Background: an optimization exercise with open tools, aiming at small area. Do not read the settings as production practice. In this exercise RTL edits were held to simulation tests only and were not proved equivalent to the original. Power is estimated from default activity; no workload was simulated.

$ cat flow/design.v
`timescale 1ns / 1ps
module shr(
   input        clk,
   input        rst,
   input        din,      
   input        sh,       
   input        ld,       
   input  [7:0] ld_data,  
   output       dout,     
   output [7:0] dstr      
);
reg [7:0] shr;
always @ (posedge clk)
begin
   if(rst)
      shr <= 8'b0;
   else if(ld)
      shr <= ld_data;
   else if(sh)
      shr <= {din, shr[7:1]};
end
assign dstr = {din, shr[7:1]};
assign dout = shr[0];
endmodule
`timescale 1ns / 1ps
module fifo_cell (
   input  w,
   input  wn,
   input  d,
   input  q,
   output y
);
assign y = ~((wn | d) & (w | q));
endmodule
module srl_fifo #(
   parameter WIDTH=8
   ) (
   input              clk,
   input              rst,
   input              phase,
   input              wr,
   input              rd,
   input  [WIDTH-1:0] din,
   output [WIDTH-1:0] dout,
   output             empty,
   output             full
);
wire             w  = wr;
wire             wn = ~wr;
wire [WIDTH-1:0] din_x = din ^ {WIDTH{phase}};
reg  [WIDTH-1:0] mem [15:0];
wire [WIDTH-1:0] nxt [15:0];
genvar i, b;
generate
   for (i = 0; i < 16; i = i + 1) begin : g_ent
      for (b = 0; b < WIDTH; b = b + 1) begin : g_bit
         fifo_cell u_cell (
            .w(w), .wn(wn),
            .d(i == 0 ? din_x[b] : mem[i == 0 ? 0 : i-1][b]),
            .q(mem[i][b]),
            .y(nxt[i][b])
         );
      end
      always @ (posedge clk)
         mem[i] <= nxt[i];
   end
endgenerate
reg [4:0] addr;
always @ (posedge clk)
begin
   if (rst)
      addr <= 5'h1F;
   else if (wr & ~rd)
      addr <= addr + 1'b1;
   else if (~wr & rd)
      addr <= addr - 1'b1;
end
assign empty = addr[4];
assign full  = ~addr[4] & (&addr[3:0]);
integer k;
reg [WIDTH-1:0] rdata;
always @*
begin
   rdata = {WIDTH{1'b0}};
   for (k = 0; k < 16; k = k + 1)
      rdata = rdata | (mem[k] & {WIDTH{addr[3:0] == k}});
end
assign dout = rdata ^ {WIDTH{phase}};
endmodule
`timescale 1ns / 1ps
module spi_if(
   input         clk,       
   input         rst,       
   input  [10:0] din,      
   input         cmd,      
   input         wr,       
   input         rd,       
   output [ 8:0] dout,     
   output        ack,      
   output        spi_mosi,
   output        spi_sck,
   output        spi_ss,
   input         spi_miso
);
reg [1:0] spi_mode;        
reg       spi_endianness;  
reg [7:0] spi_baudrate;    
always @ (posedge clk)
begin
   if(rst) begin
      spi_mode       <= 2'b0;
      spi_endianness <= 1'b0;
      spi_baudrate   <= 8'b0;
   end
   else if(cmd) begin
      spi_mode       <= din[ 1:0];
      spi_endianness <= din[ 2:2];
      spi_baudrate   <= din[10:3];
   end
end
reg phase;
always @ (posedge clk)
begin
   if (rst)
      phase <= 1'b0;
   else
      phase <= ~phase;
end
wire sck_cntr_en = ~spi_ss;
reg [7:0] sck_cntr;
wire sck_match = (sck_cntr == spi_baudrate);
always @ (posedge clk)
begin
   if (rst)
      sck_cntr <= 8'b0;
   else if(sck_match)
      sck_cntr <= 8'b0;
   else if(sck_cntr_en)
      sck_cntr <= sck_cntr + 1'b1;
end
reg spi_sck_reg;
always @ (posedge clk)
begin
   if (rst)
      spi_sck_reg <= 1'b0;
   else if(~sck_cntr_en)
      spi_sck_reg <= 1'b0;
   else if(sck_match)
      spi_sck_reg <= ~spi_sck_reg;
end
assign spi_sck = (spi_mode[1] == 1'b0) ? (spi_sck_reg & ~spi_ss) : (~spi_sck_reg & spi_ss);
wire sck_tick     = sck_match & sck_cntr_en;
wire spi_sck_rise = ~spi_sck_reg & sck_tick;
wire spi_sck_fall =  spi_sck_reg & sck_tick;
wire spi_step     = spi_mode[0] ? spi_sck_rise : spi_sck_fall;
reg [3:0] state;
localparam S_IDLE = 4'b0000;    
localparam S_DATA = 4'b0001;    
localparam S_ZERO = 4'b0010;    
localparam S_LAST = 4'b1001;    
localparam S_STOP = 4'b1010;    
localparam S_WAIT = 4'b1011;    
wire wr_fifo_empty, wr_fifo_full;
wire [10:0] wr_fifo_dout;
reg spi_tx_stop, spi_rx;
wire st_idle = (state == S_IDLE);
wire st_last = (state == S_LAST);
wire st_stop = (state == S_STOP);
wire start_tx = st_idle & ~wr_fifo_empty & wr_fifo_dout[8];
wire stop_tx  = spi_mode[0] ? (st_last & spi_sck_rise & spi_tx_stop)
                            : (st_stop & spi_sck_rise);
wire read_rx  = st_last & spi_step;
wire next_tx  = read_rx & ~wr_fifo_empty & ~spi_tx_stop;
wire spi_load = start_tx | next_tx;
always @ (posedge clk)
begin
   if(rst)
      state <= S_IDLE;
   else begin
      case(state)
         S_IDLE: begin
            if (start_tx)
               state <= spi_mode[0] ? S_DATA : S_ZERO;
         end
         S_LAST: begin
            if (spi_step) begin
               if (~spi_tx_stop)
                  state <= wr_fifo_empty ? S_WAIT : S_ZERO;
               else
                  state <= spi_mode[0] ? S_IDLE : S_STOP;
            end
         end
         S_WAIT: begin
            if (~wr_fifo_empty)
               state <= S_ZERO;
         end
         S_STOP: begin
            if (spi_sck_rise)
               state <= S_IDLE;
         end
         default: begin
            if (spi_step)
               state <= state + 1'b1;
         end
      endcase
   end
end
wire spi_shr_sh = (state >= S_ZERO) & (state < S_LAST) & spi_step;
wire wr_fifo_wr = wr & ~wr_fifo_full;
srl_fifo #(
   .WIDTH(11)
) wr_fifo (
   .clk(clk),
   .rst(rst),
   .phase(phase),
   .wr(wr_fifo_wr),
   .rd(spi_load),
   .din(din),
   .dout(wr_fifo_dout),
   .empty(wr_fifo_empty),
   .full(wr_fifo_full)
);
wire [7:0] wr_fifo_dout_ordered = spi_endianness ? wr_fifo_dout[7:0]
                                                 : {wr_fifo_dout[0], wr_fifo_dout[1],
                                                    wr_fifo_dout[2], wr_fifo_dout[3],
                                                    wr_fifo_dout[4], wr_fifo_dout[5],
                                                    wr_fifo_dout[6], wr_fifo_dout[7]};
always @ (posedge clk)
begin
   if(spi_load) begin
      spi_tx_stop  <= wr_fifo_dout[ 9];
      spi_rx       <= wr_fifo_dout[10];
   end
end
wire [7:0] spi_shr_dout;
wire [7:0] spi_shr_dout_ordered;
wire rd_fifo_empty, rd_fifo_full;
wire [7:0] rd_fifo_dout;
reg  rd_fifo_rd;
wire rd_fifo_wr = read_rx & ~rd_fifo_full & spi_rx;
srl_fifo #(
   .WIDTH(8)
) rd_fifo (
   .clk(clk),
   .rst(rst),
   .phase(phase),
   .wr(rd_fifo_wr),
   .rd(rd_fifo_rd),
   .din(spi_shr_dout_ordered),
   .dout(rd_fifo_dout),
   .empty(rd_fifo_empty),
   .full(rd_fifo_full)
);
assign dout = {rd_fifo_empty, rd_fifo_dout & {8{~rd_fifo_empty}}};
always @ (posedge clk)
begin
   if(rst)
      rd_fifo_rd <= 1'b0;
   else
      rd_fifo_rd <= (rd & ~rd_fifo_empty);
end
reg ack_reg;
always @ (posedge clk)
begin
   if(rst)
      ack_reg <= 1'b0;
   else
      ack_reg <= wr_fifo_wr | rd | cmd;
end
assign ack = ack_reg;
shr spi_shr (
   .clk(clk),
   .rst(rst),
   .din(spi_miso),
   .sh(spi_shr_sh),
   .ld(spi_load),
   .ld_data(wr_fifo_dout_ordered),
   .dout(spi_mosi),
   .dstr(spi_shr_dout)
);
assign spi_shr_dout_ordered = spi_endianness ? spi_shr_dout[7:0]
                                             : {spi_shr_dout[0], spi_shr_dout[1],
                                                spi_shr_dout[2], spi_shr_dout[3],
                                                spi_shr_dout[4], spi_shr_dout[5],
                                                spi_shr_dout[6], spi_shr_dout[7]};
reg spi_ss_reg;  
always @ (posedge clk)
begin
   if(rst)
      spi_ss_reg <= 1'b1;
   else if(stop_tx)
      spi_ss_reg <= 1'b1;
   else if(start_tx)
      spi_ss_reg <= 1'b0;
end
assign spi_ss = spi_ss_reg;
endmodule
`timescale 1ns / 1ps
module wishbone_if(
   input         clk,       
   input         rst,       
   input  [31:0] wb_addr,   
   input         wb_we,     
   input         wb_stb,   
   input         wb_cyc,   
   input  [31:0] wb_dout,   
   output [31:0] wb_din,    
   output        wb_ack,    
   output [10:0] dout,      
   output        cmd,       
   output        wr,        
   output        rd,        
   input  [ 8:0] din,       
   input         ack        
);
wire select = wb_stb & wb_cyc;
reg [1:0] select_reg;
always @ (posedge clk)
begin
   if(rst)
      select_reg <= 2'b0;
   else
      select_reg <= {select_reg[0], select};
end
wire select_rise = select_reg[0] & ~select_reg[1];
wire addr_base = ~(|wb_addr[31:6]) & ~(|wb_addr[3:0]);
wire addr_data = addr_base & ~wb_addr[5] &  wb_addr[4];
wire addr_cmd  = addr_base &  wb_addr[5] & ~wb_addr[4];
assign wb_din = {23'b0, din & {9{select & ~wb_we & ack}}};
assign wb_ack = select & ack;
assign dout   = wb_dout[10:0] & {11{select}};
assign cmd    = addr_cmd  & select_rise &  wb_we;
assign wr     = addr_data & select_rise &  wb_we;
assign rd     = addr_data & select_rise & ~wb_we;
endmodule
`timescale 1ns / 1ps
module top_level(
   input         clk,
   input         rst,
   input  [31:0] wb_addr,   
   input         wb_we,     
   input         wb_stb,   
   input         wb_cyc,   
   input  [31:0] wb_dout,   
   output [31:0] wb_din,    
   output        wb_ack,    
   output        spi_mosi,
   output        spi_sck,
   output        spi_ss,
   input         spi_miso
);
wire [10:0] dout;
wire [ 8:0] din;
wire cmd, wr, rd, ack;
wishbone_if wishbone_interface (
   .clk(clk), 
   .rst(rst), 
   .wb_addr(wb_addr), 
   .wb_we(wb_we), 
   .wb_stb(wb_stb), 
   .wb_cyc(wb_cyc), 
   .wb_dout(wb_dout), 
   .wb_din(wb_din), 
   .wb_ack(wb_ack), 
   .dout(dout), 
   .cmd(cmd), 
   .wr(wr), 
   .rd(rd), 
   .din(din), 
   .ack(ack)
);
spi_if spi_interface (
   .clk(clk),
   .rst(rst),
   .din(dout),
   .cmd(cmd),
   .wr(wr),
   .rd(rd),
   .dout(din),
   .ack(ack),
   .spi_mosi(spi_mosi),
   .spi_sck(spi_sck),
   .spi_ss(spi_ss),
   .spi_miso(spi_miso)
);
endmodule
$ cat flow/flow/run.sh
#!/bin/bash
# Own flow: the standard layout, but synthesis maps logic with an
# area-oriented ABC script (flow/area.abc). Each tool's output goes to a log
# file in the work folder.
set -euo pipefail
W=$(pwd)
export OWN_WORK=$W
export OWN_ABC_SCRIPT=$W/flow/area.abc
make -C "$FLOW_HOME" DESIGN_CONFIG="$W/config.mk" WORK_HOME="$W/orfs" CLKGATE_MAP_FILE= \
  SYNTH_SCRIPT="$W/flow/own_synth.tcl" synth > "$W/own_synth.log" 2>&1
bash standard.sh > "$W/standard.log" 2>&1
$ cat flow/flow/area.abc
strash
dch
amap
topo
$ cat flow/flow/own_synth.tcl
proc abc {args} {
  set i [lsearch -exact $args -script]
  if {$i >= 0} { lset args [expr {$i + 1}] $::env(OWN_ABC_SCRIPT) }
  yosys abc {*}$args
}
source $::env(OWN_WORK)/synth_recipe.tcl
$ cat flow/standard.sh
#!/bin/bash
# synth_recipe.tcl (not shown) runs the flow's synth.tcl, then flattens the netlist and writes it again
# the make line also repeats each setting of config.mk as NAME=value (left out here)
make -C /OpenROAD-flow-scripts/flow DESIGN_CONFIG=/design/flow/config.mk WORK_HOME=/design/flow/orfs CLKGATE_MAP_FILE= SYNTH_SCRIPT=/design/flow/synth_recipe.tcl "${@:-finish}"
$ cat flow/config.mk
export PLATFORM = sky130hd
export DESIGN_NAME = top_level
export DESIGN_NICKNAME = top_level
export VERILOG_FILES = /design/flow/design.v
export SDC_FILE = /design/flow/constraint.sdc
export NUM_CORES = 4
export LEC_CHECK = 0
export ABC_AREA = 1
export CAP_MARGIN = 20
export CORE_MARGIN = 2
export CORE_UTILIZATION = 40
export SLEW_MARGIN = 20
$ cat flow/constraint.sdc
create_clock -name core_clock -period 3.5 [get_ports {clk}]
set_input_delay 0.7000 -clock core_clock [delete_from_list [all_inputs] [get_ports {clk}]]
set_output_delay 0.7000 -clock core_clock [all_outputs]
set_load 0.01 [all_outputs]
==> flow_summary_export.csv, run 1 <==
group,metric,value,unit
placed_design,hpwl,23200,um
critical_path,end_kind,"output port",
drt,vias,11900,
timing,min_period,4.03,ns
cts,cts_sinks,354,
drt,drtIter0Drc,902,
cts,clk_latency,0.55,ns
yosys,yosys_warnings,9,
finish,reg.largest.list,"spi_interface.wr_fifo.mem (176), spi_interface.rd_fifo.mem (128)",
yosys,syn_area_per_cell,9.81,um2
drt,antenna_left,0,
finish,area_delta_synth_final,34.7,%
critical_path,crit_type,"reg2out",
power,p_leak,6.56,nW
global_routing,grt_usage,20.6,%
outcome,so.violations,"negative setup slack",
yosys,yosys.area.top_type,"dfxtp_1",
finish,post-route-util,55.0,%
floorplan,start_util,40.8,%
floorplan,fp.dieArea,33800,um2
finish,layout_common_cells,"dfxtp_1 (342), o22ai_1 (306), buf_4 (142), nand2_1 (120), nor2_1 (58)",
critical_path,cp_data_required_time,2.80,ns
placed_design,gp_congestion,0.808,
cts,clk_pin_slew_worst_paths,0.06,ns
yosys,syn_inst,1320,
floorplan,core_area,31700,um2
yosys,netlist_area,12900,um2
timing,hold_violations,0,
floorplan,row_count,65,
critical_path,cp_max_fo,5,
timing,slew_headroom,55.1,%
power,power.density,472,nW/um2
timing,max_freq,248,MHz
floorplan,die_h,184,um
yosys,synth-edff-count,2,
critical_path,startpoint_type,"flip-flop",
drt,finalWirelength,35400,um
cts,cts_hold_buf,0,
timing,fin_ws,-0.528,ns
yosys,synth_top_area_share,54.4,%
global_routing,grt_max_degree,130,
timing,worst_slew_pin_slew,0.668,ns
timing,slew_violations,0,
cts,htree_num_levels,2,
placed_design,dp.cells,1923,
drt,via_per_inst,5.89,
power,ir_drop,0.365,mV
timing,setup_tns,-2.95,ns
min_path,hp-class,"reg2reg",
placed_design,place_ws,-0.466,ns
drt,drc,0,
critical_path,worstPathArrival,3.33,ns
finish,diodes,0,
finish,drive_gt1_share,21.5,%
drt,wl_per_cell,17.6,um
yosys,ys_ff_latch,354,
finish,largest_reg_flops,176,
drt,firstDrtPassIters,6,
yosys,async_reset_ff_share,0,%
yosys,synth_ff_type,"dfxtp_1",
timing,setup_viol,7,
timing,finalCritPeriodShare,115,%
power,power,8.22,mW
floorplan,die_w,184,um
outcome,status,"finished with violations",
timing,rsz0062_at_grt,"yes",
finish,finalNetCount,1672,
finish,stdcell_count,2015,
placed_design,io_buffers,61,
global_routing,antenna_found_initial,0,
cts,cts_buffer_depth,3,
timing,clock_skew,0.0350,ns
yosys,synth_seq_area_share,54.9,%
cts,cts_tree,"built",
finish,final_common_cell,"dfxtp_1",
global_routing,grt_pass1_wl,57200,um
cts,cts_root_buf,"clkbuf_16",
yosys,synth_area_leaders,"dfxtp_1 (54%), o22ai_1 (15%), nand2_1 (3.5%)",
global_routing,globalRouteOverflowTotal,0,
cts,cts_inserted_buffers,38,
finish,largest_register,"spi_interface.wr_fifo.mem",
floorplan,pin_count,106,
global_routing,grt_pass1_vias,11000,
yosys,yosysUniqueCellTypes,43,
run,drv_cap,0,
-- final cells by class --
class	count	area, um2
Clock inverter	13	135
Inverter	68	300
Sequential cell	354	7140
Multi-Input combinational cell	897	6250
Clock buffer	54	1100
Tap cell	402	503
Timing Repair Buffer	227	2010
Fill cell	2832	14300
-- report_power, final --
part / leakage, nW / internal [mW] / switching, mW / total [mW]
clock network: 0.614 / 2.23 / 1.65 / 3.88
logic: 2.84 / 0.120 / 0.172 / 0.291
registers: 3.10 / 4.04 / 0.0143 / 4.06
-- critical path: stages, from the launching register on --
cell and delay (ns):
dfxtp_4 0.40, nor4_4 0.06, buf_4 0.15, buf_4 0.13
buf_4 0.12, a222oi_1 0.29, nand4_1 0.19, a221o_1 0.30
a221o_1 0.26, a221o_1 0.27, a221oi_2 0.21, nor2_1 0.09
a211oi_1 0.15, buf_2 0.16
-- worst paths after layout --
check,slack (ns),endpoint,cells after the start,startpoint
worst min-delay path,0.45,wishbone_interface.select_reg[1],2,wishbone_interface.select_reg[0]
worst max register to register,0.03,spi_interface.spi_shr.shr[1],15,spi_interface.wr_fifo.addr[3]
worst min register to register,0.45,wishbone_interface.select_reg[1],2,wishbone_interface.select_reg[0]
worst max-delay path,-0.53,wb_din[6],13,spi_interface.rd_fifo.addr[1]
-- cells by family after synthesis --
kind of cell	count (synthesis)	share of synthesized area, %
AND/OR/NAND/NOR	290	10.2
flip-flops	354	54.9
adder cells (fa/ha/maj)	16	1.66
buffers and inverters	91	3.31
other	1	0.0290
AO/OA/AOI/OAI	568	29.9
-- routing by layer --
layer | global-route usage [%] | up-vias | wire length (um)
met5 | 0 | - | 0
met4 | 7.07 | 0 | 921
met3 | 2.99 | 63 | 1590
met2 | 33.9 | 266 | 16900
met1 | 27.7 | 5641 | 16000
li1 | - | 5892 | -
-- timing repair --
action | in CTS | in global routing
pin swaps | 42 | 44
setup endpoints to repair | 11 | 24
setup buffers | 7 | 19
resized for setup | 84 | 42
-- synth_stat cells, types with 17 or more instances --
cell / count
dfxtp_1: 352
o22ai_1: 307
nand2_1: 121
clkinv_1: 68
nor2_1: 62
a21oi_1: 44
o21ai_0: 44
nor4_1: 42
a222oi_1: 38
a221oi_1: 32
a22oi_1: 31
nand3_1: 29
buf_4: 23
a221o_1: 17
-- metrics by stage --
| step | area, um2 | hold WS (ns) |
|---|---|---|
| 2_1_floorplan | 13500 | 0.393 |
| 3_3_place_gp | 15600 | 0.429 |
| 3_5_place_dp | 15600 | 0.439 |
| 4_1_cts | 17100 | 0.452 |
| 5_1_grt | 17400 | 0.466 |
| 6_report | 17400 | 0.451 |
==> run 2: changes to the inputs <==
--- a/flow/design.v
+++ b/flow/design.v
@@ -32,6 +32,22 @@
 );
 assign y = ~((wn | d) & (w | q));
 endmodule
+module fifo_rsel (
+   input  sn0,
+   input  q0,
+   input  sn1,
+   input  q1,
+   output y
+);
+assign y = ~((sn0 | q0) & (sn1 | q1));
+endmodule
+module fifo_rout (
+   input  [7:0] t,
+   input        phase,
+   output       y
+);
+assign y = ~((|t) ^ phase);
+endmodule
 module srl_fifo #(
    parameter WIDTH=8
    ) (
@@ -50,9 +66,23 @@
 wire [WIDTH-1:0] din_x = din ^ {WIDTH{phase}};
 reg  [WIDTH-1:0] mem [15:0];
 wire [WIDTH-1:0] nxt [15:0];
+reg [4:0] addr;
+always @ (posedge clk)
+begin
+   if (rst)
+      addr <= 5'h1F;
+   else if (wr & ~rd)
+      addr <= addr + 1'b1;
+   else if (~wr & rd)
+      addr <= addr - 1'b1;
+end
+assign empty = addr[4];
+assign full  = ~addr[4] & (&addr[3:0]);
+wire [15:0] seln;
 genvar i, b;
 generate
    for (i = 0; i < 16; i = i + 1) begin : g_ent
+      assign seln[i] = ~(addr[3:0] == i);
       for (b = 0; b < WIDTH; b = b + 1) begin : g_bit
          fifo_cell u_cell (
             .w(w), .wn(wn),
@@ -64,28 +94,18 @@
       always @ (posedge clk)
          mem[i] <= nxt[i];
    end
+   for (b = 0; b < WIDTH; b = b + 1) begin : g_rd
+      wire [7:0] t;
+      for (i = 0; i < 8; i = i + 1) begin : g_pair
+         fifo_rsel u_sel (
+            .sn0(seln[2*i]),   .q0(mem[2*i][b]),
+            .sn1(seln[2*i+1]), .q1(mem[2*i+1][b]),
+            .y(t[i])
+         );
+      end
+      fifo_rout u_out (.t(t), .phase(phase), .y(dout[b]));
+   end
 endgenerate
-reg [4:0] addr;
-always @ (posedge clk)
-begin
-   if (rst)
-      addr <= 5'h1F;
-   else if (wr & ~rd)
-      addr <= addr + 1'b1;
-   else if (~wr & rd)
-      addr <= addr - 1'b1;
-end
-assign empty = addr[4];
-assign full  = ~addr[4] & (&addr[3:0]);
-integer k;
-reg [WIDTH-1:0] rdata;
-always @*
-begin
-   rdata = {WIDTH{1'b0}};
-   for (k = 0; k < 16; k = k + 1)
-      rdata = rdata | (mem[k] & {WIDTH{addr[3:0] == k}});
-end
-assign dout = rdata ^ {WIDTH{phase}};
 endmodule
 `timescale 1ns / 1ps
 module spi_if(
--- a/flow/config.mk
+++ b/flow/config.mk
@@ -10,3 +10,4 @@
 export CORE_MARGIN = 2
 export CORE_UTILIZATION = 40
 export SLEW_MARGIN = 20
+export SYNTH_HIERARCHICAL = 1
==> flow_summary_export.csv, run 2 <==
group,metric,value,unit
yosys,synth-edff-count,2,
yosys,synth_seq_area_share,55.5,%
power,power.density,511,nW/um2
finish,largest_reg_flops,176,
drt,finalWirelength,32200,um
global_routing,grt_max_degree,121,
critical_path,cp_data_required_time,3.91,ns
min_path,hold_depth,2,
min_path,min_to,"wishbone_interface.select_reg[1]",
timing,clock_skew,0.0171,ns
timing,slew_violations,0,
floorplan,die_h,183,um
cts,clk_latency,0.52,ns
finish,area_delta_synth_final,25.1,%
timing,slew_headroom,53.2,%
global_routing,globalRouteOverflowTotal,0,
cts,cts_root_buf,"clkbuf_16",
timing,rsz0062_at_grt,"yes",
cts,htree_num_levels,2,
global_routing,grt_pass1_vias,9979,
floorplan,row_count,65,
drt,via_per_inst,5.83,
placed_design,hpwl,21500,um
critical_path,rr_worst_depth,18,
yosys,ys_ff_latch,354,
finish,post-route-util,50.8,%
cts,cts_buffer_depth,3,
critical_path,cp_max_fo,3,
yosys,syn_inst,1320,
critical_path,end_kind,"flip-flop",
global_routing,grt_pass1_wl,51900,um
run,drv_cap,0,
critical_path,slowest_delay,0.45,ns
drt,firstDrtPassIters,5,
cts,cts_inserted_buffers,38,
yosys,netlist_area,12800,um2
finish,drive_gt1_share,13.5,%
power,p_leak,5.82,nW
critical_path,startpoint_type,"input port",
critical_path,worst_path_max_delay_cell,"or4_4",
cts,cts_sinks,354,
floorplan,fp.dieArea,33500,um2
finish,reg.largest.list,"spi_interface.wr_fifo.mem (176), spi_interface.rd_fifo.mem (128)",
finish,layout_common_cells,"o22ai_1 (470), dfxtp_1 (343), buf_4 (71), nand2_1 (67), clkdlybuf4s50_1 (52)",
finish,final_common_cell,"o22ai_1",
yosys,synth_ff_type,"dfxtp_1",
drt,vias,11200,
min_path,min-delay-start,"wishbone_interface.select_reg[0]",
yosys,async_reset_ff_share,0,%
timing,min_period,3.37,ns
critical_path,cpMostUsedCell,"nand2_1",
timing,setup_tns,0,ns
floorplan,core_area,31600,um2
yosys,ys_top_cells_by_count,"o22ai_1 (472), dfxtp_1 (352), nand2_1 (68)",
placed_design,io_buffers,61,
critical_path,reg2reg_from,"spi_interface.sck_cntr[3]",
finish,finalNetCount,1587,
floorplan,pin_count,106,
drt,antenna_left,0,
critical_path,r2r-end,"spi_interface.rd_fifo.addr[4]",
timing,hold_violations,0,
placed_design,gp_congestion,0.793,
critical_path,crit_type,"in2reg",
floorplan,start_util,40.6,%
drt,drc,0,
yosys,yosys.area.top_type,"dfxtp_1",
drt,wl_per_cell,16.7,um
cts,cts_tree,"built",
yosys,synth_top_area_share,55.0,%
power,ir_drop,0.336,mV
timing,finalCritPeriodShare,96.1,%
yosys,synth_area_leaders,"dfxtp_1 (55%), o22ai_1 (23%), nor4_1 (2.4%)",
timing,max_freq,297,MHz
global_routing,grt_usage,18.5,%
critical_path,r2r_slack,0.14,ns
min_path,hp-class,"reg2reg",
timing,hold_ws,0.421,ns
yosys,yosysMostFrequentCell,"o22ai_1",
cts,clk_pin_slew_worst_paths,0.06,ns
finish,postLayoutCellArea,16000,um2
placed_design,post_dp_cell_area,14600,um2
timing,worst_slew_pin_slew,0.695,ns
floorplan,die_w,183,um
critical_path,crit_chain,"clkdlybuf4s50_1 > nor4_2 > nand4_1 > nor4_1 > nand2_1 > or4_4 > nor2_4 > nor2b_4 > ha_4 > clkinv_2 > fa_2 > and2_4 > o32ai_4 > nand2_1 > o21ai_0 > o21ai_1",
timing,setup_viol,0,
drt,drtIter0Drc,928,
yosys,yosys_warnings,15,
critical_path,worstPathArrival,3.77,ns
finish,diodes,0,
global_routing,antenna_found_initial,0,
finish,largest_register,"spi_interface.wr_fifo.mem",
outcome,status,"no timing/DRC/antenna violations",
yosys,yosysUniqueCellTypes,35,
yosys,syn_area_per_cell,9.70,um2
[run 2: changes by cell type after synthesis, moves of 14 or more]
cell      change
a22oi_1      -29
nand3_1      -22
o22ai_1     +165
nand4_1      +25
a221o_1      -15
nor2b_1      +26
nand2_1      -53
nor2_1       -14
a222oi_1     -33
a221oi_1     -29
[run 2: layout make-up]
type	instances	area, um2
repair buffers	144	1320
well taps	402	503
clock buffers	54	1080
inverters	65	269
flip-flops and latches	354	7120
clock inverters	13	114
fillers	2923	15500
multi-input cells	898	5620
[run 2: cells by family (layout without fill, tap and decap cells)]
family | Yosys count | in the layout | share of synthesized area, %
buffers and inverters | 90 | 276 | 3.37
adders and majority gates | 16 | 16 | 1.68
and+or+nand+nor | 255 | 255 | 10.0
DFF | 354 | 354 | 55.5
AOI/OAI and AO/OA | 604 | 604 | 29.4
other | 1 | 23 | 0.0293
[run 2: worst max-delay path by stage]
stage	cells past startpoint	endpoint	start
finish	16	spi_interface.wr_fifo.addr[4]	wb_addr[7]
global route	18	spi_interface.rd_fifo.addr[4]	spi_interface.sck_cntr[0]
CTS	10	wb_din[0]	spi_interface.rd_fifo.addr[2]
detailed placement	16	spi_interface.wr_fifo.addr[4]	wb_addr[7]
global placement	16	spi_interface.wr_fifo.addr[4]	wb_addr[6]
floorplan	9	spi_interface.wr_fifo.mem[0][0]	wb_addr[25]
[run 2: metal layers]
layer / global-route usage [%] / share of wire, %
met1: 28.1 / 52
met2: 27.6 / 42
met3: 2.76 / 4.1
met4: 4.38 / 1.7
met5: 0 / 0
[run 2: critical path, delay by kind of cell]
family	cells	cell delay, ns
buf+inv	2	0.49
simple gates	9	1.73
compound gates	3	0.36
fa+ha+maj	2	0.50
[run 2: report_power, final]
group | switching [mW] | leakage [nW] | internal [mW]
Clock | 1.59 | 0.587 | 2.23
Sequential | 0.0165 | 3.10 | 4.04
Combinational | 0.171 | 2.13 | 0.129
[run 2: stage by stage]
step	setup WS (ns)	std cells	power [mW]
2_1_floorplan	-4.45	1342	4.35
3_3_place_gp	-0.609	1849	4.44
3_5_place_dp	-0.621	1849	4.45
4_1_cts	-0.0532	1925	8.28
5_1_grt	-0.0764	1930	8.49
6_report	0.135	1930	8.19
[run 2: Yosys stat by module (local to each module, per instance), a selection]
module | cell area, um2 | cells inside | copies in the design
wishbone_if | 469 | 71 | 1
fifo_rout | 25.0 | 5 | 19
fifo_cell | 6.26 | 1 | 304
shr | 303 | 35 | 1
fifo_rsel | 6.26 | 1 | 152
spi_if | 1630 | 210 | 1
[run 2: timing repair]
item,4_1_cts,5_1_grt
hold buffers,0,0
pin swaps,18,16
gates resized for setup,30,43
buffers inserted,9,5
endpoints found under the setup margin,10,49
==> run 3: changes to the inputs <==
--- a/flow/design.v
+++ b/flow/design.v
@@ -1,26 +1,47 @@
 `timescale 1ns / 1ps
+module shr_cell (
+   input  cl,
+   input  l,
+   input  cs,
+   input  s,
+   input  ch,
+   input  q,
+   output y
+);
+assign y = ~((cl & l) | (cs & s) | (ch & q));
+endmodule
 module shr(
    input        clk,
    input        rst,
-   input        din,      
+   input        phase,
+   input        mx,       
    input        sh,       
    input        ld,       
-   input  [7:0] ld_data,  
+   input  [7:0] ld_x,     
    output       dout,     
-   output [7:0] dstr      
+   output [7:0] dstr_x    
 );
-reg [7:0] shr;
+reg  [7:0] r;
+wire [7:0] nxt;
+wire [7:0] sh_x = {mx, r[7:1]};
+wire cl = ld & ~rst;
+wire cs = sh & ~ld & ~rst;
+wire ch = ~sh & ~ld & ~rst;
+genvar i;
+generate
+   for (i = 0; i < 8; i = i + 1) begin : g_bit
+      shr_cell u_cell (
+         .cl(cl), .l(ld_x[i]),
+         .cs(cs), .s(sh_x[i]),
+         .ch(ch), .q(r[i]),
+         .y(nxt[i])
+      );
+   end
+endgenerate
 always @ (posedge clk)
-begin
-   if(rst)
-      shr <= 8'b0;
-   else if(ld)
-      shr <= ld_data;
-   else if(sh)
-      shr <= {din, shr[7:1]};
-end
-assign dstr = {din, shr[7:1]};
-assign dout = shr[0];
+   r <= nxt;
+assign dstr_x = sh_x;
+assign dout   = r[0] ^ phase;
 endmodule
 `timescale 1ns / 1ps
 module fifo_cell (
@@ -32,6 +53,17 @@
 );
 assign y = ~((wn | d) & (w | q));
 endmodule
+module fifo_cell3 (
+   input  wa,
+   input  a,
+   input  wb,
+   input  b,
+   input  wn,
+   input  q,
+   output y
+);
+assign y = ~((wa & a) | (wb & b) | (wn & q));
+endmodule
 module fifo_rsel (
    input  sn0,
    input  q0,
@@ -41,29 +73,30 @@
 );
 assign y = ~((sn0 | q0) & (sn1 | q1));
 endmodule
-module fifo_rout (
+module fifo_or8 (
    input  [7:0] t,
-   input        phase,
    output       y
 );
-assign y = ~((|t) ^ phase);
+assign y = |t;
 endmodule
 module srl_fifo #(
-   parameter WIDTH=8
+   parameter WIDTH=8,
+   parameter REV=0
    ) (
    input              clk,
    input              rst,
-   input              phase,
    input              wr,
    input              rd,
-   input  [WIDTH-1:0] din,
-   output [WIDTH-1:0] dout,
+   input              rev,
+   input  [WIDTH-1:0] din_x,
+   output [WIDTH-1:0] dor,
    output             empty,
    output             full
 );
-wire             w  = wr;
-wire             wn = ~wr;
-wire [WIDTH-1:0] din_x = din ^ {WIDTH{phase}};
+wire w   = wr;
+wire wn  = ~wr;
+wire wa  = wr & ~rev;
+wire wb  = wr &  rev;
 reg  [WIDTH-1:0] mem [15:0];
 wire [WIDTH-1:0] nxt [15:0];
 reg [4:0] addr;
@@ -84,12 +117,21 @@
    for (i = 0; i < 16; i = i + 1) begin : g_ent
       assign seln[i] = ~(addr[3:0] == i);
       for (b = 0; b < WIDTH; b = b + 1) begin : g_bit
-         fifo_cell u_cell (
-            .w(w), .wn(wn),
-            .d(i == 0 ? din_x[b] : mem[i == 0 ? 0 : i-1][b]),
-            .q(mem[i][b]),
-            .y(nxt[i][b])
-         );
+         if (i == 0 && REV != 0 && b < 8) begin : g_rev
+            fifo_cell3 u_cell (
+               .wa(wa), .a(din_x[b]),
+               .wb(wb), .b(din_x[7-b]),
+               .wn(wn), .q(mem[0][b]),
+               .y(nxt[0][b])
+            );
+         end else begin : g_fwd
+            fifo_cell u_cell (
+               .w(w), .wn(wn),
+               .d(i == 0 ? din_x[b] : mem[i == 0 ? 0 : i-1][b]),
+               .q(mem[i][b]),
+               .y(nxt[i][b])
+            );
+         end
       end
       always @ (posedge clk)
          mem[i] <= nxt[i];
@@ -103,7 +145,7 @@
             .y(t[i])
          );
       end
-      fifo_rout u_out (.t(t), .phase(phase), .y(dout[b]));
+      fifo_or8 u_or (.t(t), .y(dor[b]));
    end
 endgenerate
 endmodule
@@ -125,24 +167,27 @@
 reg [1:0] spi_mode;        
 reg       spi_endianness;  
 reg [7:0] spi_baudrate;    
+wire        cfg_ld   = cmd & ~rst;
+wire        cfg_hold = ~cmd & ~rst;
+wire [10:0] cfg_q    = {spi_baudrate, spi_endianness, spi_mode};
+wire [10:0] cfg_d;
+genvar gi;
+generate
+   for (gi = 0; gi < 11; gi = gi + 1) begin : g_cfg
+      cfg_cell u_cfg (.c1(cfg_ld), .d(din[gi]), .c2(cfg_hold), .q(cfg_q[gi]), .y(cfg_d[gi]));
+   end
+endgenerate
 always @ (posedge clk)
 begin
-   if(rst) begin
-      spi_mode       <= 2'b0;
-      spi_endianness <= 1'b0;
-      spi_baudrate   <= 8'b0;
-   end
-   else if(cmd) begin
-      spi_mode       <= din[ 1:0];
-      spi_endianness <= din[ 2:2];
-      spi_baudrate   <= din[10:3];
-   end
+   spi_mode       <= cfg_d[ 1:0];
+   spi_endianness <= cfg_d[ 2:2];
+   spi_baudrate   <= cfg_d[10:3];
 end
 reg phase;
 always @ (posedge clk)
 begin
    if (rst)
-      phase <= 1'b0;
+      phase <= 1'b1;
    else
       phase <= ~phase;
 end
@@ -227,19 +272,22 @@
 end
 wire spi_shr_sh = (state >= S_ZERO) & (state < S_LAST) & spi_step;
 wire wr_fifo_wr = wr & ~wr_fifo_full;
+wire [10:0] wr_fifo_or;
 srl_fifo #(
    .WIDTH(11)
 ) wr_fifo (
    .clk(clk),
    .rst(rst),
-   .phase(phase),
    .wr(wr_fifo_wr),
    .rd(spi_load),
-   .din(din),
-   .dout(wr_fifo_dout),
+   .rev(1'b0),
+   .din_x(din ^ {11{phase}}),
+   .dor(wr_fifo_or),
    .empty(wr_fifo_empty),
    .full(wr_fifo_full)
 );
+assign wr_fifo_dout[10:8] = ~(wr_fifo_or[10:8] ^ {3{phase}});
+assign wr_fifo_dout[7:0]  = ~wr_fifo_or[7:0];
 wire [7:0] wr_fifo_dout_ordered = spi_endianness ? wr_fifo_dout[7:0]
                                                  : {wr_fifo_dout[0], wr_fifo_dout[1],
                                                     wr_fifo_dout[2], wr_fifo_dout[3],
@@ -252,26 +300,26 @@
       spi_rx       <= wr_fifo_dout[10];
    end
 end
-wire [7:0] spi_shr_dout;
-wire [7:0] spi_shr_dout_ordered;
+wire [7:0] spi_shr_dstr_x;
 wire rd_fifo_empty, rd_fifo_full;
-wire [7:0] rd_fifo_dout;
+wire [7:0] rd_fifo_or;
 reg  rd_fifo_rd;
 wire rd_fifo_wr = read_rx & ~rd_fifo_full & spi_rx;
 srl_fifo #(
-   .WIDTH(8)
+   .WIDTH(8),
+   .REV(1)
 ) rd_fifo (
    .clk(clk),
    .rst(rst),
-   .phase(phase),
    .wr(rd_fifo_wr),
    .rd(rd_fifo_rd),
-   .din(spi_shr_dout_ordered),
-   .dout(rd_fifo_dout),
+   .rev(~spi_endianness),
+   .din_x(spi_shr_dstr_x),
+   .dor(rd_fifo_or),
    .empty(rd_fifo_empty),
    .full(rd_fifo_full)
 );
-assign dout = {rd_fifo_empty, rd_fifo_dout & {8{~rd_fifo_empty}}};
+assign dout = {rd_fifo_empty, ~(rd_fifo_or ^ {8{phase}}) & {8{~rd_fifo_empty}}};
 always @ (posedge clk)
 begin
    if(rst)
@@ -291,18 +339,14 @@
 shr spi_shr (
    .clk(clk),
    .rst(rst),
-   .din(spi_miso),
+   .phase(phase),
+   .mx(spi_miso ^ phase),
    .sh(spi_shr_sh),
    .ld(spi_load),
-   .ld_data(wr_fifo_dout_ordered),
+   .ld_x(wr_fifo_dout_ordered),
    .dout(spi_mosi),
-   .dstr(spi_shr_dout)
+   .dstr_x(spi_shr_dstr_x)
 );
-assign spi_shr_dout_ordered = spi_endianness ? spi_shr_dout[7:0]
-                                             : {spi_shr_dout[0], spi_shr_dout[1],
-                                                spi_shr_dout[2], spi_shr_dout[3],
-                                                spi_shr_dout[4], spi_shr_dout[5],
-                                                spi_shr_dout[6], spi_shr_dout[7]};
 reg spi_ss_reg;  
 always @ (posedge clk)
 begin
@@ -315,6 +359,15 @@
 end
 assign spi_ss = spi_ss_reg;
 endmodule
+module cfg_cell (
+   input  c1,
+   input  d,
+   input  c2,
+   input  q,
+   output y
+);
+assign y = (c1 & d) | (c2 & q);
+endmodule
 `timescale 1ns / 1ps
 module wishbone_if(
    input         clk,       
==> flow_summary_export.csv, run 3 <==
group,metric,value,unit
yosys,syn_inst,1241,
timing,finalCritPeriodShare,96.2,%
power,power,8.39,mW
yosys,yosys_warnings,15,
critical_path,slowest_delay,0.39,ns
global_routing,grt_pass1_vias,9851,
floorplan,die_h,181,um
cts,cts_tree,"built",
finish,reg.largest.list,"spi_interface.wr_fifo.mem (176), spi_interface.rd_fifo.mem (128)",
global_routing,grt_usage,18.7,%
floorplan,fp.dieArea,32900,um2
critical_path,cpMostUsedCell,"buf_4",
floorplan,core_area,30700,um2
drt,via_per_inst,5.90,
critical_path,worstPathArrival,2.67,ns
power,sequentialPowerShare,48.6,%
power,switching_share,21.1,%
finish,diodes,0,
drt,vias,10900,
finish,area_delta_synth_final,26.6,%
timing,min_period,3.37,ns
cts,htree_num_levels,2,
finish,stdcell_count,1849,
cts,cts_inserted_buffers,37,
power,power.density,527,nW/um2
timing,max_freq,297,MHz
yosys,syn_area_per_cell,10.1,um2
cts,cts_buffer_depth,3,
min_path,min-delay-start,"wishbone_interface.select_reg[0]",
cts,clk_pin_slew_worst_paths,0.06,ns
finish,final_common_cell,"o22ai_1",
finish,largest_reg_flops,176,
floorplan,die_w,181,um
floorplan,start_util,40.9,%
finish,drive_gt1_share,14.4,%
power,p_leak,6.05,nW
floorplan,pin_count,106,
critical_path,crit_type,"reg2out",
timing,slew_violations,0,
cts,cts_sinks,354,
finish,largest_register,"spi_interface.wr_fifo.mem",
drt,wl_per_cell,17.1,um
global_routing,grt_max_degree,122,
timing,hold_violations,0,
critical_path,worst_path_max_delay_cell,"dfxtp_4",
critical_path,startpoint,"spi_interface.rd_fifo.addr[3]",
finish,finalNetCount,1514,
timing,setup_tns,0,ns
timing,worst_slew_pin_slew,0.875,ns
power,p_comb_share,4.3,%
timing,setup_viol,0,
finish,layout_common_cells,"o22ai_1 (456), dfxtp_1 (347), buf_4 (88), nor2_1 (53), clkbuf_16 (39)",
timing,slew_headroom,41.5,%
run,drv_cap,0,
global_routing,antenna_found_initial,0,
power,power_switching,1.77,mW
global_routing,globalRouteOverflowTotal,0,
placed_design,hpwl,20500,um
placed_design,gp_congestion,0.796,
drt,firstDrtPassIters,6,
drt,antenna_left,0,
power,ir_drop,0.292,mV
drt,drtIter0Drc,825,
critical_path,reg2reg_from,"spi_interface.wr_fifo.addr[3]",
cts,clk_latency,0.52,ns
timing,clock_skew,0.0214,ns
placed_design,dp.cells,1760,
critical_path,startpoint_type,"flip-flop",
critical_path,cp_data_required_time,2.80,ns
critical_path,end_kind,"output port",
global_routing,grt_pass1_wl,50900,um
outcome,status,"no timing/DRC/antenna violations",
drt,drc,0,
placed_design,io_buffers,61,
cts,cts_root_buf,"clkbuf_16",
min_path,hp-class,"reg2reg",
floorplan,row_count,64,
power,p_int,6.62,mW
drt,finalWirelength,31600,um
cts,cts_hold_buf,0,
yosys,netlist_area,12600,um2
power,p_clk_share,47.1,%
critical_path,cp_max_fo,8,
critical_path,crit_chain,"clkinv_2 > nand4_1 > buf_4 > o22ai_1 > nor4_1 > buf_4 > nand2_1 > a211oi_1 > nor2b_1 > dlygate4sd2_1",
==> run 3: timing repair <==
item / CTS / global route
setup endpoints to repair: 24 / 75
pin swaps: 21 / 26
buffers inserted: 22 / 3
resized for setup: 27 / 49
==> run 3: path summary, 6_finish.rpt <==
| path | to | slack [ns] | cells after the start |
|---|---|---|---|
| worst min-delay path | wishbone_interface.select_reg[1] | 0.42 | 2 |
| worst min register to register | wishbone_interface.select_reg[1] | 0.42 | 2 |
| worst max-delay path | wb_din[3] | 0.13 | 10 |
| worst max register to register | spi_interface.wr_fifo.addr[3] | 0.24 | 18 |
==> run 3: worst max-delay path: cells and delay by family, from the launching register on <==
kind / cells / cell delay (ns)
AO/OA/AOI/OAI: 2 / 0.30
AND/OR/NAND/NOR: 4 / 0.73
buffers and inverters: 4 / 0.74
flip-flops: 1 / 0.39
==> run 3: area by class of cell <==
cell class | count | area, um2
clock inverters | 11 | 134
multi-input cells | 836 | 5420
flip-flops and latches | 354 | 7120
inverters | 41 | 173
clock buffers | 53 | 1110
fillers | 2847 | 14800
repair buffers | 158 | 1480
well taps | 396 | 495
==> run 3: metrics by stage <==
| step | setup slack, ns | instance area (um2) | hold WS, ns | utilization [%] |
|---|---|---|---|---|
| after floorplan | -5.43 | 12800 | 0.396 | - |
| after global placement | -0.562 | 14300 | 0.412 | 46.5 |
| after detailed placement | -0.591 | 14300 | 0.415 | 46.5 |
| after CTS | 0.0111 | 15800 | 0.424 | 51.3 |
| after global routing | -0.0683 | 15900 | 0.445 | 51.8 |
| final | 0.133 | 15900 | 0.420 | 51.8 |
==> run 3: power groups by stage <==
stage	combinational, mW	clock (mW)	sequential, mW
detailed placement	0.358	0	4.17
global route	0.404	4.22	4.08
floorplan	0.256	0	4.17
global placement	0.354	0	4.17
CTS	0.360	4.05	4.08
finish	0.358	3.96	4.08
==> run 3: layer usage <==
| metal | share of wire (%) | GRT usage [%] | wire length, um | vias to the layer above |
|---|---|---|---|---|
| li1 | - | - | - | 5502 |
| met1 | 49 | 26.5 | 15400 | 5116 |
| met2 | 45 | 29.3 | 14100 | 246 |
| met3 | 4.2 | 3.00 | 1320 | 44 |
| met4 | 2.2 | 5.53 | 710 | 0 |
| met5 | 0 | 0 | 0 | - |
==> run 4: changes to the inputs <==
--- a/flow/design.v
+++ b/flow/design.v
@@ -64,6 +64,24 @@
 );
 assign y = ~((wa & a) | (wb & b) | (wn & q));
 endmodule
+module fifo_cell_in (
+   input  ca,
+   input  cb,
+   input  wn,
+   input  d,
+   input  q,
+   output y
+);
+assign y = ~((ca & d) | (cb & ~d) | (wn & q));
+endmodule
+module fifo_pick (
+   input  o,
+   input  b1,
+   input  b0,
+   output y
+);
+assign y = ~(o ? b1 : b0);
+endmodule
 module fifo_rsel (
    input  sn0,
    input  q0,
@@ -81,13 +99,16 @@
 endmodule
 module srl_fifo #(
    parameter WIDTH=8,
-   parameter REV=0
+   parameter REV=0,
+   parameter BUS=0
    ) (
    input              clk,
    input              rst,
    input              wr,
    input              rd,
    input              rev,
+   input              sel,
+   input              phase,
    input  [WIDTH-1:0] din_x,
    output [WIDTH-1:0] dor,
    output             empty,
@@ -97,6 +118,8 @@
 wire wn  = ~wr;
 wire wa  = wr & ~rev;
 wire wb  = wr &  rev;
+wire ca  = wr & (sel ^ phase);
+wire cb  = wr & phase;
 reg  [WIDTH-1:0] mem [15:0];
 wire [WIDTH-1:0] nxt [15:0];
 reg [4:0] addr;
@@ -124,6 +147,13 @@
                .wn(wn), .q(mem[0][b]),
                .y(nxt[0][b])
             );
+         end else if (i == 0 && BUS != 0) begin : g_bus
+            fifo_cell_in u_cell (
+               .ca(ca), .cb(cb), .wn(wn),
+               .d(din_x[b]),
+               .q(mem[0][b]),
+               .y(nxt[0][b])
+            );
          end else begin : g_fwd
             fifo_cell u_cell (
                .w(w), .wn(wn),
@@ -154,6 +184,8 @@
    input         clk,       
    input         rst,       
    input  [10:0] din,      
+   input         sel,      
+   input         rdack,    
    input         cmd,      
    input         wr,       
    input         rd,       
@@ -167,7 +199,7 @@
 reg [1:0] spi_mode;        
 reg       spi_endianness;  
 reg [7:0] spi_baudrate;    
-wire        cfg_ld   = cmd & ~rst;
+wire        cfg_ld   = cmd & sel & ~rst;
 wire        cfg_hold = ~cmd & ~rst;
 wire [10:0] cfg_q    = {spi_baudrate, spi_endianness, spi_mode};
 wire [10:0] cfg_d;
@@ -274,14 +306,17 @@
 wire wr_fifo_wr = wr & ~wr_fifo_full;
 wire [10:0] wr_fifo_or;
 srl_fifo #(
-   .WIDTH(11)
+   .WIDTH(11),
+   .BUS(1)
 ) wr_fifo (
    .clk(clk),
    .rst(rst),
    .wr(wr_fifo_wr),
    .rd(spi_load),
    .rev(1'b0),
-   .din_x(din ^ {11{phase}}),
+   .sel(sel),
+   .phase(phase),
+   .din_x(din),
    .dor(wr_fifo_or),
    .empty(wr_fifo_empty),
    .full(wr_fifo_full)
@@ -314,12 +349,23 @@
    .wr(rd_fifo_wr),
    .rd(rd_fifo_rd),
    .rev(~spi_endianness),
+   .sel(1'b0),
+   .phase(phase),
    .din_x(spi_shr_dstr_x),
    .dor(rd_fifo_or),
    .empty(rd_fifo_empty),
    .full(rd_fifo_full)
 );
-assign dout = {rd_fifo_empty, ~(rd_fifo_or ^ {8{phase}}) & {8{~rd_fifo_empty}}};
+wire rd_show  = rdack & ~rd_fifo_empty;
+wire rd_show1 = ~(rd_show &  phase);
+wire rd_show0 = ~(rd_show & ~phase);
+genvar gk;
+generate
+   for (gk = 0; gk < 8; gk = gk + 1) begin : g_out
+      fifo_pick u_pick (.o(rd_fifo_or[gk]), .b1(rd_show1), .b0(rd_show0), .y(dout[gk]));
+   end
+endgenerate
+assign dout[8] = rdack & rd_fifo_empty;
 always @ (posedge clk)
 begin
    if(rst)
@@ -377,13 +423,13 @@
    input         wb_stb,   
    input         wb_cyc,   
    input  [31:0] wb_dout,   
-   output [31:0] wb_din,    
    output        wb_ack,    
    output [10:0] dout,      
+   output        sel,       
+   output        rdack,     
    output        cmd,       
    output        wr,        
    output        rd,        
-   input  [ 8:0] din,       
    input         ack        
 );
 wire select = wb_stb & wb_cyc;
@@ -399,9 +445,10 @@
 wire addr_base = ~(|wb_addr[31:6]) & ~(|wb_addr[3:0]);
 wire addr_data = addr_base & ~wb_addr[5] &  wb_addr[4];
 wire addr_cmd  = addr_base &  wb_addr[5] & ~wb_addr[4];
-assign wb_din = {23'b0, din & {9{select & ~wb_we & ack}}};
 assign wb_ack = select & ack;
-assign dout   = wb_dout[10:0] & {11{select}};
+assign rdack  = select & ~wb_we & ack;
+assign dout   = wb_dout[10:0];
+assign sel    = select;
 assign cmd    = addr_cmd  & select_rise &  wb_we;
 assign wr     = addr_data & select_rise &  wb_we;
 assign rd     = addr_data & select_rise & ~wb_we;
@@ -424,7 +471,8 @@
 );
 wire [10:0] dout;
 wire [ 8:0] din;
-wire cmd, wr, rd, ack;
+wire sel, rdack, cmd, wr, rd, ack;
+assign wb_din = {23'b0, din};
 wishbone_if wishbone_interface (
    .clk(clk), 
    .rst(rst), 
@@ -433,19 +481,21 @@
    .wb_stb(wb_stb), 
    .wb_cyc(wb_cyc), 
    .wb_dout(wb_dout), 
-   .wb_din(wb_din), 
    .wb_ack(wb_ack), 
    .dout(dout), 
+   .sel(sel), 
+   .rdack(rdack), 
    .cmd(cmd), 
    .wr(wr), 
    .rd(rd), 
-   .din(din), 
    .ack(ack)
 );
 spi_if spi_interface (
    .clk(clk),
    .rst(rst),
    .din(dout),
+   .sel(sel),
+   .rdack(rdack),
    .cmd(cmd),
    .wr(wr),
    .rd(rd),
--- a/flow/flow/run.sh
+++ b/flow/flow/run.sh
@@ -8,4 +8,5 @@
 export OWN_ABC_SCRIPT=$W/flow/area.abc
 make -C "$FLOW_HOME" DESIGN_CONFIG="$W/config.mk" WORK_HOME="$W/orfs" CLKGATE_MAP_FILE= \
   SYNTH_SCRIPT="$W/flow/own_synth.tcl" synth > "$W/own_synth.log" 2>&1
+export BUFFER_PORTS_ARGS="-buffer_cell sky130_fd_sc_hd__buf_1"
 bash standard.sh > "$W/standard.log" 2>&1
--- a/flow/config.mk
+++ b/flow/config.mk
@@ -6,8 +6,11 @@
 export NUM_CORES = 4
 export LEC_CHECK = 0
 export ABC_AREA = 1
-export CAP_MARGIN = 20
+export CAP_MARGIN = 0
 export CORE_MARGIN = 2
-export CORE_UTILIZATION = 40
-export SLEW_MARGIN = 20
+export CORE_UTILIZATION = 60
+export CTS_BUF_LIST = sky130_fd_sc_hd__clkbuf_16
+export CTS_CLUSTER_DIAMETER = 100
+export CTS_CLUSTER_SIZE = 30
+export SLEW_MARGIN = 0
 export SYNTH_HIERARCHICAL = 1
==> flow_summary_export.csv, run 4 <==
group,metric,value,unit
cts,clk_latency,0.50,ns
floorplan,row_count,52,
critical_path,cp_max_fo,12,
placed_design,post_dp_cell_area,13400,um2
critical_path,crit_type,"reg2out",
cts,cts_tree,"built",
drt,vias,10500,
cts,cts_inserted_buffers,15,
finish,drive_gt1_share,7.90,%
global_routing,grt_use_met3,3.04,%
floorplan,die_w,149,um
drt,finalWirelength,29200,um
finish,seq_area,7120,um2
min_path,hp-class,"reg2reg",
timing,clock_skew,0.0127,ns
timing,max_freq,299,MHz
placed_design,dp.cells,1581,
global_routing,grt_pass1_vias,9385,
power,switching_share,21.9,%
run,drv_cap,0,
critical_path,cp_data_required_time,2.80,ns
global_routing,grt_pass1_wl,47300,um
cts,clk_pin_slew_worst_paths,0.11,ns
global_routing,globalRouteOverflowTotal,0,
placed_design,io_buffers,61,
timing,hold_ws,0.422,ns
cts,cts_buffer_depth,3,
timing,worst_slew_pin_slew,0.916,ns
critical_path,startpoint,"spi_interface.rd_fifo.addr[1]",
global_routing,grt_usage,25.7,%
timing,finalCritPeriodShare,95.6,%
finish,area_delta_synth_final,10.7,%
timing,hold_violations,0,
global_routing,met2_usage,39.7,%
critical_path,crit_chain,"clkinv_1 > nand4_1 > o22ai_1 > nor4_1 > nand2_1 > o22ai_1 > buf_1",
finish,diodes,0,
drt,wl_per_cell,18.1,um
power,sequentialPowerShare,64.3,%
yosys,syn_area_per_cell,10.2,um2
placed_design,gp_congestion,0.819,
timing,min_period,3.35,ns
finish,nFillCells,1642,
outcome,status,"no timing/DRC/antenna violations",
power,p_int,4.95,mW
placed_design,hpwl,19400,um
power,ir_drop,0.421,mV
critical_path,cpMostUsedCell,"o22ai_1",
timing,slew_headroom,38.5,%
critical_path,reg2reg_from,"spi_interface.sck_cntr[0]",
power,p_clk_share,30.9,%
drt,via_per_inst,6.52,
drt,firstDrtPassIters,5,
cts,cts_sinks,354,
drt,drtIter0Drc,864,
critical_path,worstPathArrival,2.65,ns
cts,cts_root_buf,"clkbuf_16",
global_routing,grt_max_degree,177,
finish,final_common_cell,"o22ai_1",
floorplan,core_area,20400,um2
critical_path,slowest_delay,0.50,ns
power,p_comb_share,4.8,%
floorplan,fp.dieArea,22100,um2
finish,postLayoutCellArea,13900,um2
power,power.density,457,nW/um2
yosys,netlist_area,12500,um2
timing,slew_violations,0,
global_routing,antenna_found_initial,0,
min_path,min-delay-start,"wishbone_interface.select_reg[0]",
power,power_switching,1.39,mW
timing,rsz0062_at_grt,"yes",
timing,setup_viol,0,
floorplan,die_h,149,um
finish,layout_common_cells,"o22ai_1 (454), dfxtp_1 (347), buf_1 (61), clkinv_1 (54), buf_4 (51)",
floorplan,start_util,61.6,%
finish,reg.largest.list,"spi_interface.wr_fifo.mem (176), spi_interface.rd_fifo.mem (128)",
global_routing,grtUsageMet1,38.7,%
finish,multi_input_area,5120,um2
cts,cts_hold_buf,0,
finish,finalNetCount,1427,
critical_path,startpoint_type,"flip-flop",
floorplan,pin_count,106,
critical_path,end_kind,"output port",
global_routing,busiest_layer,"met2",
finish,stdcell_count,1612,
drt,drc,0,
power,p_leak,4.94,nW
yosys,yosys_warnings,15,
finish,largest_register,"spi_interface.wr_fifo.mem",
yosys,syn_inst,1229,
drt,antenna_left,0,
cts,htree_num_levels,1,
critical_path,worst_path_max_delay_cell,"dfxtp_2",
finish,largest_reg_flops,176,
run 4: cell type report:
| class | instances | share of cell area [%] |
|---|---|---|
| repair buffers | 115 | 4.78 |
| clock inverters | 3 | 0.108 |
| well taps | 270 | 2.43 |
| clock buffers | 15 | 2.70 |
| multi-input cells | 791 | 36.9 |
| flip-flops and latches | 354 | 51.3 |
| inverters | 64 | 1.85 |
run 4: final timing paths:
kind,end,slack (ns),cells after the start
max,wb_din[7],0.15,7
min,wishbone_interface.select_reg[1],0.42,2
max reg2reg,spi_interface.rd_fifo.addr[4],0.19,15
min reg2reg,wishbone_interface.select_reg[1],0.42,2
run 4: per-stage QoR:
step	setup WS [ns]	power [mW]	utilization (%)	setup TNS (ns)
5_1_grt	-0.0807	6.58	68.2	-0.201
6_report	0.154	6.34	68.2	0
3_5_place_dp	-0.0987	4.47	65.6	-0.171
4_1_cts	0.000198	6.39	67.7	0
2_1_floorplan	-5.71	4.41	-	-1409.56
3_3_place_gp	-0.0746	4.47	65.6	-0.128
run 4: repair_timing:
action,in CTS,in global routing
endpoints found under the setup margin,8,105
setup buffers,5,8
resized for setup,1,13
pin swaps,7,12
run 4: power by group through the flow:
stage               sequential [mW]  combinational (mW)  clock (mW)
floorplan                      4.17               0.240           0
global placement               4.17               0.294           0
detailed placement             4.17               0.297           0
CTS                            4.08               0.298        2.01
global route                   4.09               0.345        2.15
finish                         4.08               0.302        1.96
run 4: per-layer routing:
layer | vias to the layer above | part of all wire [%]
li1 | 5236 | -
met1 | 4982 | 49
met2 | 258 | 45
met3 | 38 | 4.2
met4 | 0 | 1.9
met5 | - | 0
run 4: worst max-delay path: cells and delay by family, from the launching register on:
kind	cells	cell delay [ns]
AND/OR/NAND/NOR	3	0.86
flip-flops	1	0.50
AO/OA/AOI/OAI	2	0.33
buffers and inverters	2	0.44
==> run 5: changes to the inputs <==
--- a/flow/config.mk
+++ b/flow/config.mk
@@ -8,9 +8,10 @@
 export ABC_AREA = 1
 export CAP_MARGIN = 0
 export CORE_MARGIN = 2
-export CORE_UTILIZATION = 60
-export CTS_BUF_LIST = sky130_fd_sc_hd__clkbuf_16
-export CTS_CLUSTER_DIAMETER = 100
-export CTS_CLUSTER_SIZE = 30
+export CORE_UTILIZATION = 70
+export CTS_BUF_LIST = sky130_fd_sc_hd__clkbuf_8
+export CTS_CLUSTER_DIAMETER = 60
+export CTS_CLUSTER_SIZE = 18
+export GPL_TIMING_DRIVEN = 0
 export SLEW_MARGIN = 0
 export SYNTH_HIERARCHICAL = 1
==> flow_summary_export.csv, run 5 <==
group,metric,value,unit
critical_path,r2r-end,"spi_interface.wr_fifo.addr[3]",
floorplan,core_area,17400,um2
global_routing,grt_pass1_vias,9964,
finish,largest_reg_flops,176,
min_path,hp-class,"in2reg",
critical_path,end_kind,"flip-flop",
cts,cts_sinks,354,
placed_design,hpwl,19800,um
critical_path,r2r_slack,-0.01,ns
cts,cts_root_buf,"clkbuf_8",
critical_path,reg2reg_from,"spi_interface.wr_fifo.addr[2]",
floorplan,start_util,72.0,%
floorplan,fp.dieArea,19000,um2
drt,drtIter0Drc,1326,
min_path,hold_depth,2,
outcome,status,"finished with violations",
outcome,so.violations,"negative setup slack",
critical_path,cp_top_family,"compound AO/OA/AOI/OAI gates",
timing,setup_viol,1,
critical_path,crit_type,"reg2reg",
timing,fin_ws,-0.0116,ns
timing,hold_violations,0,
drt,drc,0,
timing,setup_tns,-0.0116,ns
drt,vias,11600,
placed_design,post_dp_cell_area,13400,um2
timing,min_period,3.51,ns
power,power,6.50,mW
timing,clock_skew,0.0365,ns
yosys,netlist_area,12500,um2
global_routing,grt_pass1_wl,48600,um
critical_path,cp_num_buf_inv,4,
finish,final_common_cell,"o22ai_1",
drt,finalWirelength,33900,um
drt,firstDrtPassIters,6,
yosys,syn_area_per_cell,10.2,um2
timing,max_freq,285,MHz
floorplan,die_h,138,um
timing,slew_headroom,30.2,%
cts,clk_latency,0.59,ns
critical_path,rr_worst_depth,17,
critical_path,startpoint_type,"flip-flop",
placed_design,io_buffers,50,
drt,wl_per_cell,20.6,um
finish,area_delta_synth_final,18.1,%
cts,cts_inserted_buffers,24,
power,ir_drop,0.395,mV
cts,cts_buffer_depth,3,
critical_path,cp_data_required_time,3.98,ns
finish,largest_register,"spi_interface.wr_fifo.mem",
global_routing,grt_max_degree,131,
cts,clk_pin_slew_worst_paths,0.12,ns
finish,reg.largest.list,"spi_interface.wr_fifo.mem (176), spi_interface.rd_fifo.mem (128)",
floorplan,row_count,48,
finish,diodes,0,
critical_path,worstPathArrival,4.00,ns
finish,finalNetCount,1498,
drt,antenna_left,0,
global_routing,antenna_found_initial,0,
timing,finalCritPeriodShare,100,%
yosys,yosys_warnings,15,
critical_path,worst_path_max_delay_cell,"nor4_2",
finish,drive_gt1_share,15.2,%
critical_path,cpMostUsedCell,"buf_4",
finish,layout_common_cells,"o22ai_1 (454), dfxtp_1 (341), buf_4 (102), clkinv_1 (50), buf_1 (50)",
placed_design,gp_congestion,0.863,
finish,postLayoutCellArea,14800,um2
cts,htree_num_levels,1,
finish,post-route-util,85.1,%
critical_path,crit_chain,"buf_4 > nand4_1 > o22ai_1 > nor4_2 > nand2_1 > buf_4 > a211oi_4 > a31o_2 > clkinv_1 > ha_2 > inv_4 > ha_4 > a21o_1 > a31oi_1 > nor2_1 > a21oi_1 > o21ai_0",
floorplan,pin_count,106,
critical_path,cp_max_fo,7,
timing,worst_slew_pin_slew,1.05,ns
floorplan,die_w,138,um
min_path,min_to,"spi_interface.wr_fifo.mem[0][10]",
global_routing,globalRouteOverflowTotal,0,
cts,cts_tree,"built",
run,drv_cap,0,
global_routing,grt_usage,31.6,%
critical_path,slowest_delay,0.43,ns
yosys,syn_inst,1229,
min_path,min-delay-start,"wb_dout[10]",
placed_design,place_ws,-2.35,ns
power,power.density,439,nW/um2
timing,slew_violations,0,
drt,via_per_inst,7.08,
power,p_leak,5.47,nW
run 5: through the flow:
step / hold WS (ns) / std cells
after floorplan: 0.396 / 1251
after global placement: 0.407 / 1526
after detailed placement: 0.413 / 1538
after CTS: 0.323 / 1600
after global routing: 0.338 / 1644
final: 0.331 / 1644
run 5: worst max-delay path by stage:
stage	start	endpoint	slack (ns)	depth (start not counted)
2_1_floorplan	wb_addr[25]	spi_interface.wr_fifo.mem[0][0]	-5.71	12
3_3_place_gp	wb_addr[25]	spi_interface.wr_fifo.mem[0][1]	-9.47	13
3_5_place_dp	wb_addr[21]	spi_interface.wr_fifo.mem[0][4]	-2.35	16
4_1_cts	spi_interface.wr_fifo.addr[0]	spi_interface.wr_fifo.addr[4]	0.001	17
5_1_grt	spi_interface.wr_fifo.addr[2]	spi_interface.wr_fifo.addr[3]	-0.12	17
6_report	spi_interface.wr_fifo.addr[2]	spi_interface.wr_fifo.addr[3]	-0.01	17
run 5: area by class of cell:
class,instances,area (um2)
inverter,64,323
tap,225,282
multi-input combinational,792,5220
timing repair buffer,133,1080
clock buffer,26,358
fill,1013,2600
sequential,354,7140
clock inverter,7,88.8
timing repair inverter,1,11.3
buffer,42,315
run 5: repair_timing:
action                                  CTS  global route
gates resized for setup                  34            29
hold buffers                              0             0
buffers inserted                         27            37
endpoints found under the setup margin  313            32
pin swaps                                16            19
cloned                                    2             7
run 5: where the power goes:
| group | switching [mW] | internal, mW | total [mW] |
|---|---|---|---|
| clock | 1.26 | 0.831 | 2.10 |
| sequential | 0.0275 | 4.05 | 4.07 |
| combinational | 0.197 | 0.130 | 0.327 |
run 5: layer usage:
layer / vias to the layer above / GRT usage (%) / part of all wire (%)
li1: 5389 / - / -
met1: 5598 / 43.4 / 42
met2: 564 / 52.3 / 47
met3: 93 / 3.76 / 7.5
met4: 0 / 10.5 / 3.1
met5: - / 0 / 0

separate check: timing with driven ports:
In the flow no input, the clock included, has a driving cell. The finished layouts below were timed again as built, in two steps. Step 1, drivers: a clkbuf_16 drives clk and a buf_2 each remaining input, both assumed. Step 2 moves the port delays by t, midway between the first and last clock arrival at a register: inputs arrive t later, outputs are due t later. That takes back most of the time a late clock gives input paths. Slacks: ideal / step 1 / step 2; pairs: ideal / step 1.
run | t, ns | setup WS [ns] | hold slack, ns | worst slew at a driven data input, ns | pins driven straight from the clock port
run 1 | 0.584 | -0.528 / -0.582 / -0.309 | 0.451 / 0.451 / 0.451 | 0.06 | 1
run 2 | 0.564 | 0.135 / 0.089 / -0.402 | 0.421 / 0.421 / 0.421 | 0.04 | 1
run 3 | 0.557 | 0.133 / 0.084 / -0.381 | 0.420 / 0.420 / 0.420 | 0.04 | 1
run 4 | 0.535 | 0.154 / 0.108 / -0.085 | 0.422 / 0.422 / 0.422 | 0.04 | 1
run 5 | 0.603 | -0.012 / -0.012 / -0.396 | 0.331 / 0.325 / 0.426 | 0.04 | 1
With both steps, setup timing fails in run 2, run 3 and run 4, where it was met with ideal ports. The setup slack of run 2, which loses most, moves by -0.046 ns with the drivers and by -0.537 ns with both steps.
